From an optimization exercise on the open Yosys and OpenROAD flow, aimed at small area and a short achievable clock period; shortcuts taken in it are not production practice.
Function was checked by simulation only, so behaviour that the tests miss may differ from the original.

Design cordic, start of the top module:
module cordic # (parameter DATA_WIDTH = 16) (
    input                       clk,
    input                       rst_n,
    input                       start,
    input  [2:0]                mode,
    input  [3:0]                shift,
    input  [DATA_WIDTH*2 - 1 : 0] opa,
    input  [DATA_WIDTH*2 - 1 : 0] opb,
    output logic [DATA_WIDTH*2 - 1 : 0] data_o
);
    logic [6:1] vld;
    always_ff @(posedge clk or negedge rst_n) begin
        if (!rst_n)     vld <= '0;
        else if (start) vld <= {vld[5:1], 1'b1};
    end
    wire [15:0] ar = opa[31:16];
    wire [15:0] ai = opa[15:0];
    wire [15:0] br = opb[31:16];
    wire [15:0] bi = opb[15:0];
    wire x_small = (&ar[15:8]) | ~(|ar[15:8]);
    wire y_small = (&ai[15:8]) | ~(|ai[15:8]);
    wire w_small = (&br[15:8]) | ~(|br[15:8]);
    wire pre_shift = x_small & y_small;
    wire vec_in = ~mode[2] & (|mode[1:0]);
    wire [15:0] nbi = ~bi + 16'd1;
    wire [15:0] zs = mode[2] ? nbi : br;
    logic signed [18:0] x1_in, y1_in;
    logic [15:0] z1_in;
    cordic_pre u_pre (.ar(ar), .ai(ai), .ps(pre_shift), .zs(zs), .vec(vec_in), .sx(ar[15]), .sy(ai[15]),
                      .x1(x1_in), .y1(y1_in), .z1(z1_in));
    logic signed [18:0] x1, y1;
    logic [15:0] z1;
    logic        vec1, ps1, ws1, m2_1;
    logic [1:0]  md1;
    logic [3:0]  sft1;
    logic [7:0]  w1;
    always_ff @(posedge clk) begin
        if (start) begin
            x1   <= x1_in;
            y1   <= y1_in;
            z1   <= z1_in;
            vec1 <= vec_in;
            md1  <= mode[1:0];
            m2_1 <= mode[2];
            ps1  <= pre_shift;
            ws1  <= w_small;
            sft1 <= shift;
            w1   <= w_small ? br[7:0] : br[15:8];
        end
    end
    logic [5:0] cshift, shamt_1;
    always_comb begin
        if (w1 == 8'd1)      cshift = 6'd15;
        else if (w1 == 8'd2) cshift = 6'd16;
  ...
Size in the first run: roughly 8600 cells after synthesis, roughly 110 I/O pins, ~75000 µm² of cells after synthesis.
==> flow/config.mk <==
export PLATFORM = sky130hd
export DESIGN_NAME = cordic
export DESIGN_NICKNAME = cordic
export VERILOG_FILES = /design/flow/design.v
export SDC_FILE = /design/flow/constraint.sdc
export NUM_CORES = 4
export LEC_CHECK = 0
export CAP_MARGIN = 20
export CORE_MARGIN = 2
export CORE_UTILIZATION = 40
export PLACE_DENSITY = 0.6
export SLEW_MARGIN = 20
export SYNTH_HIERARCHICAL = 1
export SYNTH_MINIMUM_KEEP_SIZE = 1000
==> flow/constraint.sdc <==
create_clock -name core_clock -period 13.0 [get_ports {clk}]
set_input_delay 2.6000 -clock core_clock [delete_from_list [all_inputs] [get_ports {clk}]]
set_output_delay 2.6000 -clock core_clock [all_outputs]
set_load 0.01 [all_outputs]
standard.sh (not shown) runs the stock make flow with config.mk's settings and CLKGATE_MAP_FILE= SYNTH_SCRIPT=/design/flow/synth_recipe.tcl, a recipe that flattens the netlist after the stock synthesis.
==> flow/flow/run.sh <==
#!/bin/bash
# Layout with the standard flow (standard synthesis, floorplan, placement, CTS, routing);
# the only change is a larger setup margin for the resizer's repair_timing, so that it keeps
# improving the slowest paths past the point where they just meet the clock period.
set -euo pipefail
bash standard.sh SETUP_SLACK_MARGIN=6 finish > standard_flow.log 2>&1
Rerun with:
--- a/flow/design.v
+++ b/flow/design.v
@@ -399,31 +399,31 @@
     wire neg9 = vec5 ? y5[18] : ~z5[15];
     wire signed [18:0] x5s = x5 >>> 9;
     wire signed [18:0] y5s = y5 >>> 9;
     wire [15:0] z9 = neg9 ? z5 - 16'd20 : z5 + 16'd20;
     logic signed [34:0] px_n, py_n;
     cordic_mul9 u_mulx (.bneg(bneg5), .bone(bone5), .btwo(btwo5), .x(x5), .v(y5s[9:0]), .vneg(neg9),  .p(px_n));
     cordic_mul9 u_muly (.bneg(bneg5), .bone(bone5), .btwo(btwo5), .x(y5), .v(x5s[9:0]), .vneg(~neg9), .p(py_n));
-    logic signed [32:0] px, py;
+    logic signed [34:0] px, py;
     logic [15:0] z6;
     logic        vec6;
     logic [1:0]  md6;
     logic [5:0]  sh6;
     always_ff @(posedge clk) begin
         if (start) begin
-            px   <= px_n[32:0];
-            py   <= py_n[32:0];
+            px   <= px_n;
+            py   <= py_n;
             z6   <= z9;
             vec6 <= vec5;
             md6  <= md5;
             sh6  <= sh5;
         end
     end
     logic [31:0] dout;
-    cordic_out u_out (.px({{2{px[32]}}, px}), .py({{2{py[32]}}, py}), .z(z6), .vec(vec6), .md(md6), .sh(sh6), .dout(dout));
+    cordic_out u_out (.px(px), .py(py), .z(z6), .vec(vec6), .md(md6), .sh(sh6), .dout(dout));
     assign data_o = vld[6] ? dout : 32'd0;
 endmodule
 module cordic_pre (
     input  logic [15:0] ar, ai,
     input  logic ps,
     input  logic [15:0] zs,
     input  logic vec, sx, sy,
@@ -472,22 +472,26 @@
     localparam [159:0] ATAN = {
         16'd20, 16'd40, 16'd81, 16'd162, 16'd325,
         16'd651, 16'd1297, 16'd2555, 16'd4836, 16'd8192
     };
     function automatic [53:0] urot(input logic signed [18:0] x, input logic signed [18:0] y,
                                    input logic [15:0] z, input logic vec, input integer k);
         logic neg;
-        logic signed [18:0] xn, yn, xs, ys;
+        logic signed [18:0] xn, yn;
         logic [15:0] zn;
         neg = vec ? y[18] : ~z[15];
-        ys = y >>> k;
-        xs = x >>> k;
-        xn = x + (ys ^ {19{neg}}) + {18'd0, neg};
-        yn = y + (xs ^ {19{~neg}}) + {18'd0, ~neg};
-        zn = z + (ATAN[16*k +: 16] ^ {16{neg}}) + {15'd0, neg};
+        if (neg) begin
+            xn = x - (y >>> k);
+            yn = y + (x >>> k);
+            zn = z - ATAN[16*k +: 16];
+        end else begin
+            xn = x + (y >>> k);
+            yn = y - (x >>> k);
+            zn = z + ATAN[16*k +: 16];
+        end
         urot = {xn, yn, zn};
     endfunction
     logic [53:0] ra;
     assign ra = urot(x, y, z, vec, K);
     assign r = urot(ra[53:35], ra[34:16], ra[15:0], vec, K + 1);
 endmodule
 module cordic_rot78 #(parameter K = 7) (
@@ -516,22 +520,26 @@
     localparam [159:0] ATAN = {
         16'd20, 16'd40, 16'd81, 16'd162, 16'd325,
         16'd651, 16'd1297, 16'd2555, 16'd4836, 16'd8192
     };
     function automatic [53:0] urot(input logic signed [18:0] x, input logic signed [18:0] y,
                                    input logic [15:0] z, input logic vec, input integer k);
         logic neg;
-        logic signed [18:0] xn, yn, xs, ys;
+        logic signed [18:0] xn, yn;
         logic [15:0] zn;
         neg = vec ? y[18] : ~z[15];
-        ys = y >>> k;
-        xs = x >>> k;
-        xn = x + (ys ^ {19{neg}}) + {18'd0, neg};
-        yn = y + (xs ^ {19{~neg}}) + {18'd0, ~neg};
-        zn = z + (ATAN[16*k +: 16] ^ {16{neg}}) + {15'd0, neg};
+        if (neg) begin
+            xn = x - (y >>> k);
+            yn = y + (x >>> k);
+            zn = z - ATAN[16*k +: 16];
+        end else begin
+            xn = x + (y >>> k);
+            yn = y - (x >>> k);
+            zn = z + ATAN[16*k +: 16];
+        end
         urot = {xn, yn, zn};
     endfunction
     logic [53:0] ra;
     assign ra = urot(x, y, z, vec, K);
     assign r = urot(ra[53:35], ra[34:16], ra[15:0], vec, K + 1);
 endmodule
 module cordic_mul9 (
Outcome:
- setup slack degrades by 6.3 ps
- count of clock-buffer cells in the layout falls by 11
- fmax is about the same
- via count rose by 3.0%
- design area went up by 3.2%
- hold slack improved by 3.5 ps
- first-iteration DRC count came out higher by about 1%
- critical path depth stays the same
- final cell count increases by about 3%
- routed wire length climbs by about 1.8%
- utilization rose by 0.40 points

[port drivers added, routing unchanged]
How much do the figures lean on ideal ports? The routed layouts below were timed once more, with nothing changed but the port constraints.
Step 1 (the two cells are an assumption about what drives the block):
set clk [get_ports {clk}]
set_driving_cell -lib_cell sky130_fd_sc_hd__clkbuf_16 $clk
set_driving_cell -lib_cell sky130_fd_sc_hd__buf_2 [delete_from_list [all_inputs] $clk]
Step 2 also shifts input and output timing later by t, the mid clock arrival at the registers, as if the neighbouring blocks saw the same clock.
Three values: ideal, step 1, step 2; two values: the first two.
run	t (ns)	setup slack, ns	worst setup path after step 2	cell pins on the clock port's net
the first run	0.770	6.177 / 6.125 / 6.177	register to register	1
the second run	0.772	6.171 / 6.115 / 6.098	input to register	1
After both steps every run listed still meets setup and hold. For the second run, which loses most, drivers alone change the setup slack by -0.056 ns; drivers and shift together by -0.073 ns.
